What follows belongs to an exercise in optimizing a design on an open flow for small area and a short achievable clock period; a production flow would make more cautious choices.
RTL that was checked went through simulation tests only; none was proved equivalent to the original.
The clock port is modelled as an ideal driver, which makes a skipped or thinned clock tree look cheaper than it is; a real chip needs a root buffer or a tree.
Power is estimated from default activity; no workload was simulated.

JK:
Design pipelined_multiplier, start of the top module:
module pipelined_multiplier (
    input clk,
    input rst,
    input [10:0] n1,
    input [7:0] n2,
    output reg [18:0] product
);
Size: ~400 cells after synthesis, about 0.0052 sq mm of cells after synthesis.
Settings: LEC_CHECK=0, CAP_MARGIN=20, CORE_MARGIN=2, CORE_UTILIZATION=60, CTS_BUF_LIST=sky130_fd_sc_hd__clkbuf_8, CTS_CLUSTER_DIAMETER=150, CTS_CLUSTER_SIZE=40, SETUP_SLACK_MARGIN=2.8, SLEW_MARGIN=20; clock period 4.5 ns.
standard.sh (not shown) runs the stock make flow with config.mk's settings and CLKGATE_MAP_FILE= SYNTH_SCRIPT=/design/flow/synth_recipe.tcl, a recipe that flattens the netlist after the stock synthesis.
==> flow/flow/run.sh <==
#!/bin/bash
# Own layout flow: the standard ORFS flow (standard.sh) with two changes:
#  - synthesis: the same script as synth_recipe.tcl, except that the second
#    part of Yosys's synth (fine:) runs with -noabc, so the bit-level adders
#    of the design reach extract_fa as written and map onto full-adder cells
#    without inverters between them (the final ABC mapping still runs);
#  - port buffers: buffer_ports uses sky130_fd_sc_hd__buf_2 instead of the
#    cell it picks by itself (clkdlybuf4s50_1).
# Each tool's output goes to its own log file in the work folder.
set -euo pipefail
work=$(pwd)
first='proc synth {args} { yosys synth -nofsm -noshare {*}$args }'
if [[ "$(head -1 synth_recipe.tcl)" == "$first" ]]; then
  {
    echo 'proc synth {args} { if {[lsearch $args "fine:"] >= 0} { yosys synth -nofsm -noshare -noabc {*}$args } else { yosys synth -nofsm -noshare {*}$args } }'
    tail -n +2 synth_recipe.tcl
  } > "$work/own_synth.tcl"
else
  cp synth_recipe.tcl "$work/own_synth.tcl"
fi
extra=()
if [[ -f flow/extra.mk ]]; then
  while IFS= read -r line; do
    [[ -n "$line" && "$line" != \#* ]] && extra+=("$line")
  done < flow/extra.mk
fi
bash standard.sh SYNTH_SCRIPT="$work/own_synth.tcl" \
  "BUFFER_PORTS_ARGS=-buffer_cell sky130_fd_sc_hd__buf_2" ${extra[@]+"${extra[@]}"} finish \
  > "$work/orfs_make.log" 2>&1
Edits applied to the flow inputs when going from JK to TR:
Settings: CTS_CLUSTER_DIAMETER no longer set, was 150; CTS_CLUSTER_SIZE now 30, was 40.
- [compare] base=JK new=TR: overall overflow remaining after global route ~0 delta; count of hold-fix buffers inserted at cts closely matched the old numbers; total met3 wirelength after detailed routing ~0 delta.
No run of this note included a check of the RTL's function; only the layout flow was run.

========
## tundra
Another version of the RTL of pipelined_multiplier (not shown whole).
Size: roughly 440 cells after synthesis, roughly 120 flip-flops, ~40 I/O pins.
export LEC_CHECK = 0
export CAP_MARGIN = 20
export CORE_MARGIN = 2
export CORE_UTILIZATION = 60
export PLACE_DENSITY = 0.75
export SETUP_SLACK_MARGIN = 2.8
export SLEW_MARGIN = 20
create_clock -name core_clock -period 4.5 [get_ports {clk}]
==> flow/flow/run.sh <==
#!/bin/bash
# Own layout flow: the standard ORFS flow (standard.sh) with three changes:
#  - synthesis: the same script as synth_recipe.tcl, except that the second
#    part of Yosys's synth (fine:) runs with -noabc, so the bit-level adders
#    of the design reach extract_fa as written and map onto full-adder cells
#    without inverters between them (the final ABC mapping still runs);
#  - port buffers: buffer_ports uses sky130_fd_sc_hd__buf_1 instead of the
#    cell it picks by itself (clkdlybuf4s50_1);
#  - clock tree: flow/mycts.tcl (sourced before CTS) replaces
#    clock_tree_synthesis with a one-level tree (4 clkbuf_16 buffers fed by
#    the clock port, each driving a quarter of the flip-flops).
# Each tool's output goes to its own log file in the work folder.
set -euo pipefail
work=$(pwd)
first='proc synth {args} { yosys synth -nofsm -noshare {*}$args }'
if [[ "$(head -1 synth_recipe.tcl)" == "$first" ]]; then
  {
    echo 'proc synth {args} { if {[lsearch $args "fine:"] >= 0} { yosys synth -nofsm -noshare -noabc {*}$args } else { yosys synth -nofsm -noshare {*}$args } }'
    tail -n +2 synth_recipe.tcl
  } > "$work/own_synth.tcl"
else
  cp synth_recipe.tcl "$work/own_synth.tcl"
fi
extra=()
if [[ -f flow/extra.mk ]]; then
  while IFS= read -r line; do
    [[ -n "$line" && "$line" != \#* ]] && extra+=("$line")
  done < flow/extra.mk
fi
bash standard.sh SYNTH_SCRIPT="$work/own_synth.tcl" \
  "BUFFER_PORTS_ARGS=-buffer_cell sky130_fd_sc_hd__buf_1" "PRE_CTS_TCL=$work/flow/mycts.tcl" ${extra[@]+"${extra[@]}"} finish \
  > "$work/orfs_make.log" 2>&1
Other scripts of this flow, unchanged in this note and not shown: flow/flow/mycts.tcl
Setup changes, tundra to zinc
diff --git a/flow/config.mk b/flow/config.mk
--- a/flow/config.mk
+++ b/flow/config.mk
@@ -7,0 +8 @@
+export ABC_AREA = 1
@@ -11 +11,0 @@
-export PLACE_DENSITY = 0.75
==> notes.md <==
From tundra to zinc the numbers moved as follows: slack of the critical path moved up, die height moved up, relative contribution of sequential cells to total power moved down, count of cells resized by post-cts repair moved down, sum of met2 wire segment lengths after detailed routing moved down. Sort tundra and zinc by met1 routing resource usage after global routing desc -> top: tundra. In zinc the clock power turned out about 2% lower than in tundra.
The inputs of ember differ from those of zinc as listed below.
diff --git a/flow/config.mk b/flow/config.mk
--- a/flow/config.mk
+++ b/flow/config.mk
@@ -8 +7,0 @@
-export ABC_AREA = 1
@@ -11 +10 @@
-export CORE_UTILIZATION = 60
+export CORE_UTILIZATION = 45
### Flow results
- Compared with zinc, ember shows a lower via count of the first global-routing pass.
- In terms of power in sequential cells, ember and zinc differ only marginally.
- Synthesized area shrinks by a few percent when moving from zinc to ember.
Modified inputs, fjord compared to ember
diff --git a/flow/config.mk b/flow/config.mk
--- a/flow/config.mk
+++ b/flow/config.mk
@@ -10 +10 @@
-export CORE_UTILIZATION = 45
+export CORE_UTILIZATION = 60
### Flow results
- Note that the DRC violation total after the first TritonRoute iteration recorded for fjord amounts to 0.929 times the value seen in ember.
- Measured against each other, fjord and ember differ in post-route minimum period, the lower figure coming from fjord.
- | power in sequential cells | ember vs fjord | ≈ equal |
- On final design area excluding fillers, fjord and ember are neck and neck.
- fjord has HPWL after detailed placement below what ember had.
- Re total design power: ember was lower than fjord.
- Diff ember -> fjord | global-route usage | increase of 5.7 points
- Compared with ember, fjord improves wire length.
- Between ember and fjord, setup slack after layout increased.
- Higher effective utilization at floorplan goes to fjord over ember.
- fjord closes out successfully: all stages finished, all timing, DRC and antenna checks passed.
The following lists how violet was set up differently from fjord:
diff --git a/flow/config.mk b/flow/config.mk
--- a/flow/config.mk
+++ b/flow/config.mk
@@ -11 +11 @@
-export SETUP_SLACK_MARGIN = 2.8
+export SETUP_SLACK_MARGIN = 2.75
==> notes.md <==
violet ended up with a higher met2 routing resource usage after global routing than fjord did. Comparing fjord against violet, there is no change at all in share of synthesized area occupied by flip-flops and latches. Capture point of the worst path = r3[19]: fjord; capture point of the worst path = r2[28]: violet. fjord and violet ended up with nearly the same count of placed standard cells in the final layout, fillers left out. Diff fjord -> violet: max-capacitance violation count roughly the same; time the worst path needs with I/O delays and setup increased by 0.022 ns relative to the old numbers. Summary of violet over fjord: area of all placed cells without fillers lost 90 sq um, worst setup slack after layout lost 0.022 ns, switching part of the total lost 0.19 points. Re share of async-settable or async-resettable flops after synthesis: no difference whatsoever between fjord and violet. Looking at global-route usage, violet sits 0.38 points lower than fjord does.
No run of this note takes its clock network from TritonCTS; it comes from the design's own scripts or RTL.

========
== try-yarrow ==
pipelined_multiplier, a different RTL version from the one above (not shown whole).
Size: about 410 cells after synthesis, ~120 flip-flops, ~0.0052 sq mm of cells after synthesis.
==> flow/design.v (excerpt) <==
module pipelined_multiplier (
    input clk,
    input rst,
    input [10:0] n1,
    input [7:0] n2,
    output reg [18:0] product
);
    reg [10:0] a1;
    reg [7:0] b1;
    reg [48:0] r2;
    reg [32:0] r3;
    reg v1, v2, v3;
    wire pp1;
    wire pp2;
    wire pp3;
    wire pp4;
    wire pp5;
    wire pp6;
    wire pp7;
    wire pp8;
    wire pp9;
    wire pp10;
    wire pp11;
    wire pp12;
    wire pp13;
    wire pp14;
    wire pp15;
    wire pp16;
    wire pp17;
    wire pp18;
    wire pp19;
    wire pp20;
    wire pp21;
    wire pp22;
    wire pp23;
    wire pp24;
    wire pp25;
    wire pp26;
    wire pp27;
    wire pp28;
    wire pp29;
    wire pp30;
    wire pp31;
    wire pp32;
    wire pp33;
    wire pp34;
    wire pp35;
    wire pp36;
    wire pp37;
    wire pp38;
    wire pp39;
    wire pp40;
    wire pp41;
    wire pp42;
    wire pp43;
    wire pp44;
    wire pp45;
    wire pp46;
    wire pp47;
    wire pp48;
    wire pp49;
    wire pp50;
    wire pp51;
    wire pp52;
    wire pp53;
    wire pp54;
    wire pp55;
    wire pp56;
    wire pp57;
    wire pp58;
    wire pp59;
    wire pp60;
    wire pp61;
    wire pp62;
    wire pp63;
    wire pp64;
    wire pp65;
    wire pp66;
    wire pp67;
    wire pp68;
    wire pp69;
    wire pp70;
    wire pp71;
    wire pp72;
    wire pp73;
    wire pp74;
    wire pp75;
    wire pp76;
    wire pp77;
    wire pp78;
    wire pp79;
    wire pp80;
    wire pp81;
    wire pp82;
    wire pp83;
    wire pp84;
    wire pp85;
    wire pp86;
    wire pp87;
    wire pp88;
    wire s89;
    wire c90;
    wire s91;
    wire c92;
    wire s93;
  ...
export LEC_CHECK = 0
export CAP_MARGIN = 20
export CORE_MARGIN = 2
export CORE_UTILIZATION = 60
export SETUP_SLACK_MARGIN = 2.75
export SLEW_MARGIN = 20
create_clock -name core_clock -period 4.5 [get_ports {clk}]
==> flow/flow/run.sh <==
#!/bin/bash
# Own layout flow: the standard ORFS flow (standard.sh) with three changes:
#  - synthesis: the same script as synth_recipe.tcl, except that the second
#    part of Yosys's synth (fine:) runs with -noabc, so the bit-level adders
#    of the design reach extract_fa as written and map onto full-adder cells
#    without inverters between them (the final ABC mapping still runs);
#  - port buffers: buffer_ports uses sky130_fd_sc_hd__buf_2 instead of the
#    cell it picks by itself (clkdlybuf4s50_1);
#  - clock tree: flow/mycts.tcl (sourced before CTS) replaces
#    clock_tree_synthesis with a two-level tree (root and 9 leaf buffers).
# Each tool's output goes to its own log file in the work folder.
set -euo pipefail
work=$(pwd)
first='proc synth {args} { yosys synth -nofsm -noshare {*}$args }'
if [[ "$(head -1 synth_recipe.tcl)" == "$first" ]]; then
  {
    echo 'proc synth {args} { if {[lsearch $args "fine:"] >= 0} { yosys synth -nofsm -noshare -noabc {*}$args } else { yosys synth -nofsm -noshare {*}$args } }'
    tail -n +2 synth_recipe.tcl
  } > "$work/own_synth.tcl"
else
  cp synth_recipe.tcl "$work/own_synth.tcl"
fi
extra=()
if [[ -f flow/extra.mk ]]; then
  while IFS= read -r line; do
    [[ -n "$line" && "$line" != \#* ]] && extra+=("$line")
  done < flow/extra.mk
fi
bash standard.sh SYNTH_SCRIPT="$work/own_synth.tcl" \
  "BUFFER_PORTS_ARGS=-buffer_cell sky130_fd_sc_hd__buf_2" "PRE_CTS_TCL=$work/flow/mycts.tcl" ${extra[@]+"${extra[@]}"} finish \
  > "$work/orfs_make.log" 2>&1
==> flow/flow/mycts.tcl <==
# Clock tree for a small design: the clock port drives one root buffer,
# which drives NLEAF leaf buffers, each driving one group of flip-flops
# (groups formed by position so each leaf is near its flip-flops).
# Replaces clock_tree_synthesis, whose H-tree makes 17 buffers here.
rename clock_tree_synthesis orig_clock_tree_synthesis
proc clock_tree_synthesis {args} {
  set leaf_cell sky130_fd_sc_hd__clkbuf_8
  set root_cell sky130_fd_sc_hd__clkbuf_16
  set nleaf 9
  if {[info exists ::env(OWN_CTS_LEAVES)]} { set nleaf $::env(OWN_CTS_LEAVES) }
  if {[info exists ::env(OWN_CTS_LEAF_CELL)]} { set leaf_cell $::env(OWN_CTS_LEAF_CELL) }
  if {[info exists ::env(OWN_CTS_ROOT_CELL)]} { set root_cell $::env(OWN_CTS_ROOT_CELL) }
  set block [ord::get_db_block]
  set clk_port [lindex [all_clocks] 0]
  set clk_net [[$block findBTerm clk] getNet]
  set sinks {}
  foreach pin [get_pins -of_objects [get_nets clk]] {
    if {[get_property $pin direction] ne "input"} { continue }
    set it [sta::sta_to_db_pin $pin]
    set bb [[$it getInst] getBBox]
    lappend sinks [list [expr {([$bb xMin] + [$bb xMax]) / 2}] [expr {([$bb yMin] + [$bb yMax]) / 2}] $pin]
  }
  set n [llength $sinks]
  puts "own cts: $n sinks, $nleaf leaf buffers"
  # split into nleaf groups: sort by y into rows of groups, then by x
  set ny [expr {int(sqrt($nleaf))}]
  if {$ny < 1} { set ny 1 }
  set nx [expr {($nleaf + $ny - 1) / $ny}]
  set groups {}
  set byy [lsort -integer -index 1 $sinks]
  set per_row [expr {($n + $ny - 1) / $ny}]
  for {set r 0} {$r < $ny} {incr r} {
    set row [lrange $byy [expr {$r * $per_row}] [expr {($r + 1) * $per_row - 1}]]
    set byx [lsort -integer -index 0 $row]
    set m [llength $byx]
    set per [expr {($m + $nx - 1) / $nx}]
    for {set c 0} {$c < $nx} {incr c} {
      set g [lrange $byx [expr {$c * $per}] [expr {($c + 1) * $per - 1}]]
      if {[llength $g]} { lappend groups $g }
    }
  }
  set dbu [$block getDbUnitsPerMicron]
  set leaves {}
  set k 0
  foreach g $groups {
    set sx 0; set sy 0; set pins {}
    foreach s $g { set sx [expr {$sx + [lindex $s 0]}]; set sy [expr {$sy + [lindex $s 1]}]; lappend pins [lindex $s 2] }
    set cx [expr {double($sx) / [llength $g] / $dbu}]
    set cy [expr {double($sy) / [llength $g] / $dbu}]
    set name "clkleaf_$k"
    set r [insert_buffer -buffer_cell $leaf_cell -net [get_nets clk] -load_pins $pins -location [list $cx $cy] -buffer_name $name -net_name "clknet_leaf_$k"]
    set name [get_full_name $r]
    lappend leaves $name
    incr k
  }
  # root buffer at the centre of the leaves
  set sx 0; set sy 0; set pins {}
  foreach l $leaves {
    set bb [[$block findInst $l] getBBox]
    set sx [expr {$sx + ([$bb xMin] + [$bb xMax]) / 2}]
    set sy [expr {$sy + ([$bb yMin] + [$bb yMax]) / 2}]
    lappend pins [get_pins $l/A]
  }
  set cx [expr {double($sx) / [llength $leaves] / $dbu}]
  set cy [expr {double($sy) / [llength $leaves] / $dbu}]
  insert_buffer -buffer_cell $root_cell -net [get_nets clk] -load_pins $pins -location [list $cx $cy] -buffer_name clkroot -net_name clknet_root
  foreach net [$block getNets] {
    set nm [$net getName]
    if {[string match clknet_* $nm] || $net eq $clk_net} { $net setSigType CLOCK }
  }
  set_propagated_clock [all_clocks]
}
try-yarrow finished all stages; the layout is clean.
--- input diff try-yarrow..try-umber ---
Settings: SETUP_SLACK_MARGIN now 2.65, was 2.75; CORE_UTILIZATION now 75, was 60.
## What came out
Result for try-umber and try-yarrow: all clean. For the ratio of total power to cell area, try-umber came in 12 mW/mm^2 higher than try-yarrow did. Comparing try-umber and try-yarrow, the lower met3 usage was measured on try-yarrow. Compared try-umber against try-yarrow; insertion delay of the later-clocked pin in the worst-skew pair within noise.
Here is what was changed in the inputs of try-delta compared with try-umber.
Settings: changing CORE_UTILIZATION from 75 to 60; changing SETUP_SLACK_MARGIN from 2.65 to 2.75.
diff --git a/flow/flow/run.sh b/flow/flow/run.sh
--- a/flow/flow/run.sh
+++ b/flow/flow/run.sh
@@ -10 +10,2 @@
-#    clock_tree_synthesis with a two-level tree (root and 9 leaf buffers).
+#    clock_tree_synthesis with a one-level tree (4 clkbuf_16 buffers fed by
+#    the clock port, each driving a quarter of the flip-flops).
diff --git a/flow/flow/mycts.tcl b/flow/flow/mycts.tcl
--- a/flow/flow/mycts.tcl
+++ b/flow/flow/mycts.tcl
@@ -1,4 +0,0 @@
-# Clock tree for a small design: the clock port drives one root buffer,
-# which drives NLEAF leaf buffers, each driving one group of flip-flops
-# (groups formed by position so each leaf is near its flip-flops).
-# Replaces clock_tree_synthesis, whose H-tree makes 17 buffers here.
@@ -7,3 +3,3 @@
-  set leaf_cell sky130_fd_sc_hd__clkbuf_8
-  set root_cell sky130_fd_sc_hd__clkbuf_16
-  set nleaf 9
+  set leaf_cell sky130_fd_sc_hd__clkbuf_16
+  set root_cell none
+  set nleaf 4
@@ -55,0 +52,8 @@
+  if {$root_cell eq "none"} {
+    foreach net [$block getNets] {
+      set nm [$net getName]
+      if {[string match clknet_* $nm] || $net eq $clk_net} { $net setSigType CLOCK }
+    }
+    set_propagated_clock [all_clocks]
+    return
+  }
--- outcome ---
try-delta finished all stages; the layout is clean. | clock period minus worst slack | try-delta vs try-umber | better |. The wire length in try-delta is 0.903 times that in try-umber. try-delta against try-umber: cell area after placement rose about 0.64%; post-synthesis sequential area ratio roughly the same; power density over cell area dropped 29 mW/mm^2. Changes observed in try-delta relative to try-umber: fmax up 5.5%, synthesized cell count stayed essentially flat, via count went down.
Here is what was changed in the inputs of try-indigo compared with try-delta.
Settings: a change of SETUP_SLACK_MARGIN from 2.75 to 2.55.
diff --git a/flow/flow/run.sh b/flow/flow/run.sh
--- a/flow/flow/run.sh
+++ b/flow/flow/run.sh
@@ -10,2 +10 @@
-#    clock_tree_synthesis with a one-level tree (4 clkbuf_16 buffers fed by
-#    the clock port, each driving a quarter of the flip-flops).
+#    clock_tree_synthesis with a two-level tree (root and 9 leaf buffers).
diff --git a/flow/flow/mycts.tcl b/flow/flow/mycts.tcl
--- a/flow/flow/mycts.tcl
+++ b/flow/flow/mycts.tcl
@@ -0,0 +1,4 @@
+# Clock tree for a small design: the clock port drives one root buffer,
+# which drives NLEAF leaf buffers, each driving one group of flip-flops
+# (groups formed by position so each leaf is near its flip-flops).
+# Replaces clock_tree_synthesis, whose H-tree makes 17 buffers here.
@@ -3,3 +7,3 @@
-  set leaf_cell sky130_fd_sc_hd__clkbuf_16
-  set root_cell none
-  set nleaf 4
+  set leaf_cell sky130_fd_sc_hd__clkbuf_8
+  set root_cell sky130_fd_sc_hd__clkbuf_16
+  set nleaf 9
@@ -52,8 +55,0 @@
-  if {$root_cell eq "none"} {
-    foreach net [$block getNets] {
-      set nm [$net getName]
-      if {[string match clknet_* $nm] || $net eq $clk_net} { $net setSigType CLOCK }
-    }
-    set_propagated_clock [all_clocks]
-    return
-  }
Findings:
The via count reported for try-indigo is higher than the one for try-delta.
Static leakage sits higher in try-indigo than in try-delta.
Delta (try-indigo minus try-delta): sequential power barely changed; wire length on met2 dropped 3.2%; count of placed standard cells in the final layout, fillers left out climbed 6; clock period minus worst slack climbed 0.080 ns; utilization after layout barely changed.
Looking at final worst-path cycle share across try-indigo and try-delta, the one that comes out higher is try-indigo.
~same tightest hold margin in try-indigo and try-delta
The following lists how try-cedar was set up differently from try-indigo:
Settings: a change of SETUP_SLACK_MARGIN from 2.55 to 2.85.
==> comparison <==
- try-cedar has completed all stages; timing, DRC and antenna checks passed.
- Going from try-indigo to try-cedar, the detailed-route vias per instance was found to have gone up by 0.13.
- [compare] base=try-indigo new=try-cedar: pre-CTS worst setup slack rose 0.022 ns, fraction of the core area covered by cells at the end of the flow rose by 3.6 points, minimum clock period fell by 0.038 ns, global-route usage went up.
- Non-filler instance count after layout: try-cedar > try-indigo
- The routed wire length in try-cedar sits 570 um above the value recorded for try-indigo.
- Max sequential power share across try-cedar and try-indigo: try-indigo
- Re post-CTS setup buffer count: try-cedar and try-indigo aren't equal, and the higher value belongs to try-cedar.
No run of this note takes its clock network from TritonCTS; it comes from the design's own scripts or RTL.

## port drivers added, routing unchanged
How much do the figures lean on ideal ports? The routed layouts below were timed once more, with nothing changed but the port constraints.
Step 1 assumes that a clkbuf_16 drives the clock port and a buf_2 every other input.
Step 2 times the ports against the registers' clock, not the clock port: input delays grow and output delays shrink by t, the midpoint of the rising clock arrivals with the driver on.
Three values: ideal ports, drivers, drivers and shift; two values: the first two.
| run | shift t [ns] | slack for setup (ns) | hold WS [ns] | worst register clock-pin slew, ns | worst slew at a driven data input, ns |
|---|---|---|---|---|---|
| JK | 0.436 | 2.671 / 2.639 / 2.742 | 0.322 / 0.322 / 0.322 | 0.08 / 0.08 | 0.03 |
| TR | 0.436 | 2.671 / 2.639 / 2.742 | 0.322 / 0.322 / 0.322 | 0.08 / 0.08 | 0.03 |
| tundra | 0.241 | 2.769 / 2.769 / 2.769 | 0.332 / 0.332 / 0.332 | 0.11 / 0.11 | 0.03 |
| zinc | 0.242 | 2.785 / 2.785 / 2.785 | 0.338 / 0.338 / 0.338 | 0.11 / 0.11 | 0.03 |
| ember | 0.241 | 2.791 / 2.791 / 2.791 | 0.345 / 0.345 / 0.345 | 0.11 / 0.11 | 0.03 |
| fjord | 0.243 | 2.817 / 2.817 / 2.817 | 0.343 / 0.343 / 0.343 | 0.11 / 0.11 | 0.03 |
| violet | 0.242 | 2.794 / 2.794 / 2.794 | 0.345 / 0.345 / 0.345 | 0.11 / 0.11 | 0.03 |
| try-yarrow | 0.364 | 2.771 / 2.734 / 2.806 | 0.331 / 0.331 / 0.331 | 0.09 / 0.09 | 0.03 |
| try-umber | 0.365 | 2.711 / 2.711 / 2.711 | 0.333 / 0.333 / 0.333 | 0.09 / 0.09 | 0.03 |
| try-delta | 0.243 | 2.805 / 2.805 / 2.805 | 0.334 / 0.334 / 0.334 | 0.11 / 0.11 | 0.03 |
| try-indigo | 0.364 | 2.725 / 2.725 / 2.725 | 0.331 / 0.331 / 0.331 | 0.09 / 0.09 | 0.03 |
| try-cedar | 0.370 | 2.763 / 2.726 / 2.801 | 0.332 / 0.332 / 0.332 | 0.09 / 0.09 | 0.03 |
After both steps setup and hold are still met in every run listed.
